Context: an optimization exercise on an open-source flow, tuned for small area, a short achievable clock period and few clock cycles per item. The choices shown serve that exercise and are no tape-out recipe.
In this exercise RTL edits were held to simulation tests only and were not proved equivalent to the original.
Power and IR drop assume default switching activity.

==> module lz77_decomp_core, before the edit <==
module lz77_decomp_core (
    input  logic        clk,
    input  logic        rst_n,
    input  logic        tok_valid,
    input  logic [7:0]  tok_dist,
    input  logic [3:0]  tok_len,
    input  logic [7:0]  tok_lit,
    input  logic        tok_last,
    output logic        tok_pop,
    input  logic        out_room,      
    input  logic        out_room_nx,   
    output logic        f1_nx,         
    output logic [3:0]  k_nx,          
    output logic        out_push,
    output logic [7:0]  out_byte,
    output logic        out_last
);
    localparam int GBITS = 5;                  
    localparam int GSIZE = 1 << GBITS;
    localparam int NGRP  = 256 >> GBITS;
    localparam int SEG = 32;
    logic [7:0] hist [0:255];
    logic [4:0]             rot;       
    logic                   started;   
    logic                   ok;
    assign ok = (rot == '0);
    logic             c1_v, c1_copy, c1_last, c1_d1;
    logic [7:0]       c1_lit;
    logic [GSIZE-1:0] lo_oh;                   
    logic [7-GBITS:0] c1_hi;                   
    logic [3:0]       k;                       
    logic             c2_v, c2_last;
    logic [NGRP-1:0]  c2_gsel;                 
    logic             c2_psel;                 
    logic [7:0]       part [0:NGRP-1];         
    logic shift, f2, f1;
    assign shift = c2_v && out_room && ok;     
    assign f2    = ok && (!c2_v || out_room);  
    assign f1    = !c1_v || f2;                
    logic c2v_next;
    assign c2v_next = f2 ? c1_v : c2_v;
    logic n_copy;
    assign n_copy  = (k != tok_len);
    assign tok_pop = f1 && tok_valid && !n_copy;
    logic       c1v_next, ok_next;
    logic [4:0] rot_next;
    assign c1v_next = f1 ? tok_valid : c1_v;
    assign rot_next = (!shift && started) ? rot + 1'b1 : rot;
    assign ok_next  = (rot_next == '0);
    assign f1_nx    = !c1v_next || (ok_next && (!c2v_next || out_room_nx));
    assign k_nx     = (f1 && tok_valid) ? (n_copy ? k + 1'b1 : 4'd0) : k;
    logic [7:0]       dm1, dm2;
    logic [GSIZE-1:0] oh1;
    assign dm1 = tok_dist - 8'd1;
    assign dm2 = tok_dist - 8'd2;
    always_comb
        for (int j = 0; j < GSIZE; j++) oh1[j] = (dm1[GBITS-1:0] == j);
    always_ff @(posedge clk) begin
        if (!rst_n) begin
            c1_v    <= 1'b0;
            c2_v    <= 1'b0;
            k       <= '0;
            rot     <= '0;
            started <= 1'b0;
        end else begin
            if (shift)        started <= 1'b1;
            rot  <= rot_next;
            k    <= k_nx;
            c1_v <= c1v_next;
            c2_v <= c2v_next;
        end
    end
    always_ff @(posedge clk) begin
        if (f1) begin
            c1_copy <= n_copy;
            c1_last <= tok_last && !n_copy;
            c1_lit  <= tok_lit;
            c1_d1   <= (tok_dist == 8'd1);
            c1_hi   <= c2v_next ? dm2[7:GBITS] : dm1[7:GBITS];
            lo_oh   <= c2v_next ? {oh1[0], oh1[GSIZE-1:1]} : oh1;
        end
        if (f2) begin
            c2_last <= c1_last;
            c2_psel <= c1_copy && c1_d1 && c2_v;
            for (int g = 0; g < NGRP; g++)
                c2_gsel[g] <= c1_copy ? (!(c1_d1 && c2_v) && (c1_hi == g)) : (g == 0);
            for (int g = 0; g < NGRP; g++) begin
                logic [7:0] acc;
                acc = '0;
                for (int j = 0; j < GSIZE; j++)
                    acc = acc | (hist[g * GSIZE + j] & {8{lo_oh[j]}});
                if (g == 0 && !c1_copy) part[g] <= c1_lit;
                else                    part[g] <= acc;
            end
        end
    end
    logic [7:0] nbyte;
    always_comb begin
        nbyte = hist[0] & {8{c2_psel}};
        for (int g = 0; g < NGRP; g++)
            nbyte = nbyte | (part[g] & {8{c2_gsel[g]}});
    end
    always_ff @(posedge clk) begin
        for (int i = 0; i < 256; i++) begin
            if (i % SEG != 0)  hist[i] <= hist[i-1];
            else if (!shift)   hist[i] <= hist[i+SEG-1];
            else if (i == 0)   hist[i] <= nbyte;
            else               hist[i] <= hist[i-1];
        end
    end
    assign out_push = shift;
    assign out_byte = nbyte;
    assign out_last = c2_last;
endmodule
==> module lz77_decomp_stream, before the edit <==
module lz77_decomp_stream (
    input  logic        clk,
    input  logic        rst_n,
    input  logic [19:0] s_axis_tdata,
    input  logic        s_axis_tvalid,
    output logic        s_axis_tready,
    input  logic        s_axis_tlast,
    output logic [7:0]  m_axis_tdata,
    output logic        m_axis_tvalid,
    input  logic        m_axis_tready,
    output logic        m_axis_tlast
);
    logic [20:0] h_d;
    logic        h_v;
    logic        in_rdy;
    assign s_axis_tready = in_rdy;
    logic acc, pop_tok;
    assign acc = s_axis_tvalid && in_rdy;
    logic        h_v_nx;
    logic [3:0]  h_len_nx;
    logic        out_room_nx, f1_nx;
    logic [3:0]  k_nx;
    assign h_v_nx   = acc || (h_v && !pop_tok);
    assign h_len_nx = acc ? s_axis_tdata[11:8] : h_d[11:8];
    always_ff @(posedge clk) begin
        if (!rst_n) begin
            h_v    <= 1'b0;
            in_rdy <= 1'b1;
        end else begin
            h_v    <= h_v_nx;
            in_rdy <= !h_v_nx || (f1_nx && (k_nx == h_len_nx));
        end
    end
    always_ff @(posedge clk) begin
        if (acc) h_d <= {s_axis_tlast, s_axis_tdata};
    end
    logic       out_room, out_push, out_last;
    logic [7:0] out_byte;
    lz77_decomp_core u_core (
        .clk       (clk),
        .rst_n     (rst_n),
        .tok_valid (h_v),
        .tok_dist  (h_d[19:12]),
        .tok_len   (h_d[11:8]),
        .tok_lit   (h_d[7:0]),
        .tok_last  (h_d[20]),
        .tok_pop   (pop_tok),
        .out_room  (out_room),
        .out_room_nx (out_room_nx),
        .f1_nx     (f1_nx),
        .k_nx      (k_nx),
        .out_push  (out_push),
        .out_byte  (out_byte),
        .out_last  (out_last)
    );
    logic       o_v, k_v;
    logic [8:0] o_d, k_d;
    assign out_room      = !k_v;
    assign out_room_nx   = !((o_v && !pop) && (k_v || out_push));
    assign m_axis_tvalid = o_v;
    assign m_axis_tdata  = o_d[7:0];
    assign m_axis_tlast  = o_d[8];
    logic pop;
    assign pop = o_v && m_axis_tready;
    always_ff @(posedge clk) begin
        if (!rst_n) begin
            o_v <= 1'b0;
            k_v <= 1'b0;
        end else begin
            if (!o_v || pop) begin
                o_v <= k_v || out_push;
                k_v <= 1'b0;
            end else begin
                k_v <= k_v || out_push;
            end
        end
    end
    always_ff @(posedge clk) begin
        if (!o_v || pop) o_d <= k_v ? k_d : {out_last, out_byte};
        if (!k_v)        k_d <= {out_last, out_byte};
    end
endmodule
==> flow/config.mk <==
export PLATFORM = sky130hd
export DESIGN_NAME = lz77_decomp_stream
export DESIGN_NICKNAME = lz77_decomp_stream
export VERILOG_FILES = /design/flow/design.v
export SDC_FILE = /design/flow/constraint.sdc
export NUM_CORES = 4
export LEC_CHECK = 0
export CAP_MARGIN = 20
export CORE_MARGIN = 2
export CORE_UTILIZATION = 40
export CTS_CLUSTER_DIAMETER = 100
export CTS_CLUSTER_SIZE = 26
export SETUP_SLACK_MARGIN = 4.6
export SLEW_MARGIN = 20
==> flow/constraint.sdc <==
create_clock -name core_clock -period 7.0 [get_ports {clk}]
set_input_delay 1.4000 -clock core_clock [delete_from_list [all_inputs] [get_ports {clk}]]
set_output_delay 1.4000 -clock core_clock [all_outputs]
set_load 0.01 [all_outputs]
run.sh (not shown) runs the stock make flow with config.mk's settings and CLKGATE_MAP_FILE= SYNTH_SCRIPT=/design/flow/synth_recipe.tcl, a recipe that flattens the netlist after the stock synthesis.
The baseline completed without violations.
Testbench counts at the start, summed over its fixed seeds: cycles 77,530, bytes 77,498.
Rerun with:
--- a/flow/design.v
+++ b/flow/design.v
@@ -20,7 +20,7 @@
     localparam int GSIZE = 1 << GBITS;
     localparam int NGRP  = 256 >> GBITS;
-    localparam int SEG = 32;
+    localparam int SEG = 64;
     logic [7:0] hist [0:255];
-    logic [4:0]             rot;       
+    logic [5:0]             rot;       
     logic                   started;   
     logic                   ok;
@@ -45,5 +45,5 @@
     assign tok_pop = f1 && tok_valid && !n_copy;
     logic       c1v_next, ok_next;
-    logic [4:0] rot_next;
+    logic [5:0] rot_next;
     assign c1v_next = f1 ? tok_valid : c1_v;
     assign rot_next = (!shift && started) ? rot + 1'b1 : rot;
@@ -192,7 +192,13 @@
         end
     end
-    always_ff @(posedge clk) begin
-        if (!o_v || pop) o_d <= k_v ? k_d : {out_last, out_byte};
-        if (!k_v)        k_d <= {out_last, out_byte};
+    logic [8:0] o_h;
+    logic       o_ld;
+    logic [8:0] o_new;
+    assign o_ld  = !o_v || pop;
+    assign o_new = k_v ? k_d : {out_last, out_byte};
+    always_ff @(posedge clk) begin
+        o_d <= o_ld ? o_new : o_h;
+        o_h <= o_ld ? o_new : o_d;
+        if (!k_v) k_d <= {out_last, out_byte};
     end
 endmodule
After rerunning: The new run finished with timing, DRC and antenna clean; sequential power hardly moves; setup slack is better by 0.091 ns; die area stays flat; final area came out lower by 0.64%; utilization came out lower by 0.29 points; total power came out higher by 0.58%; sequential share of layout area came out higher by 0.64 points.
Testbench counts after the change, summed over its fixed seeds: cycles 77,530, bytes 77,498.

[static timing again, ports no longer ideal]
No port has a modelled driver above. Below, the same layouts with a new extraction and two added sets of constraints. Step 1 assumes that a clkbuf_16 drives the clock port and a buf_2 every other input. Step 2 times the ports against the registers' clock, not the clock port: input delays grow and output delays shrink by t, the midpoint of the rising clock arrivals with the driver on. Three values: ideal ports, drivers, drivers and shift; two values: the first two.
run	t (ns)	slack for setup (ns)	worst hold slack (ns)
the first run	0.822	4.327 / 4.248 / 4.017	0.323 / 0.323 / 0.323
the second run	0.782	4.418 / 4.344 / 3.948	0.337 / 0.337 / 0.337
After both steps setup and hold are still met in every run listed. The setup slack of the second run, which loses most, moves by -0.074 ns with the drivers and by -0.470 ns with both steps.
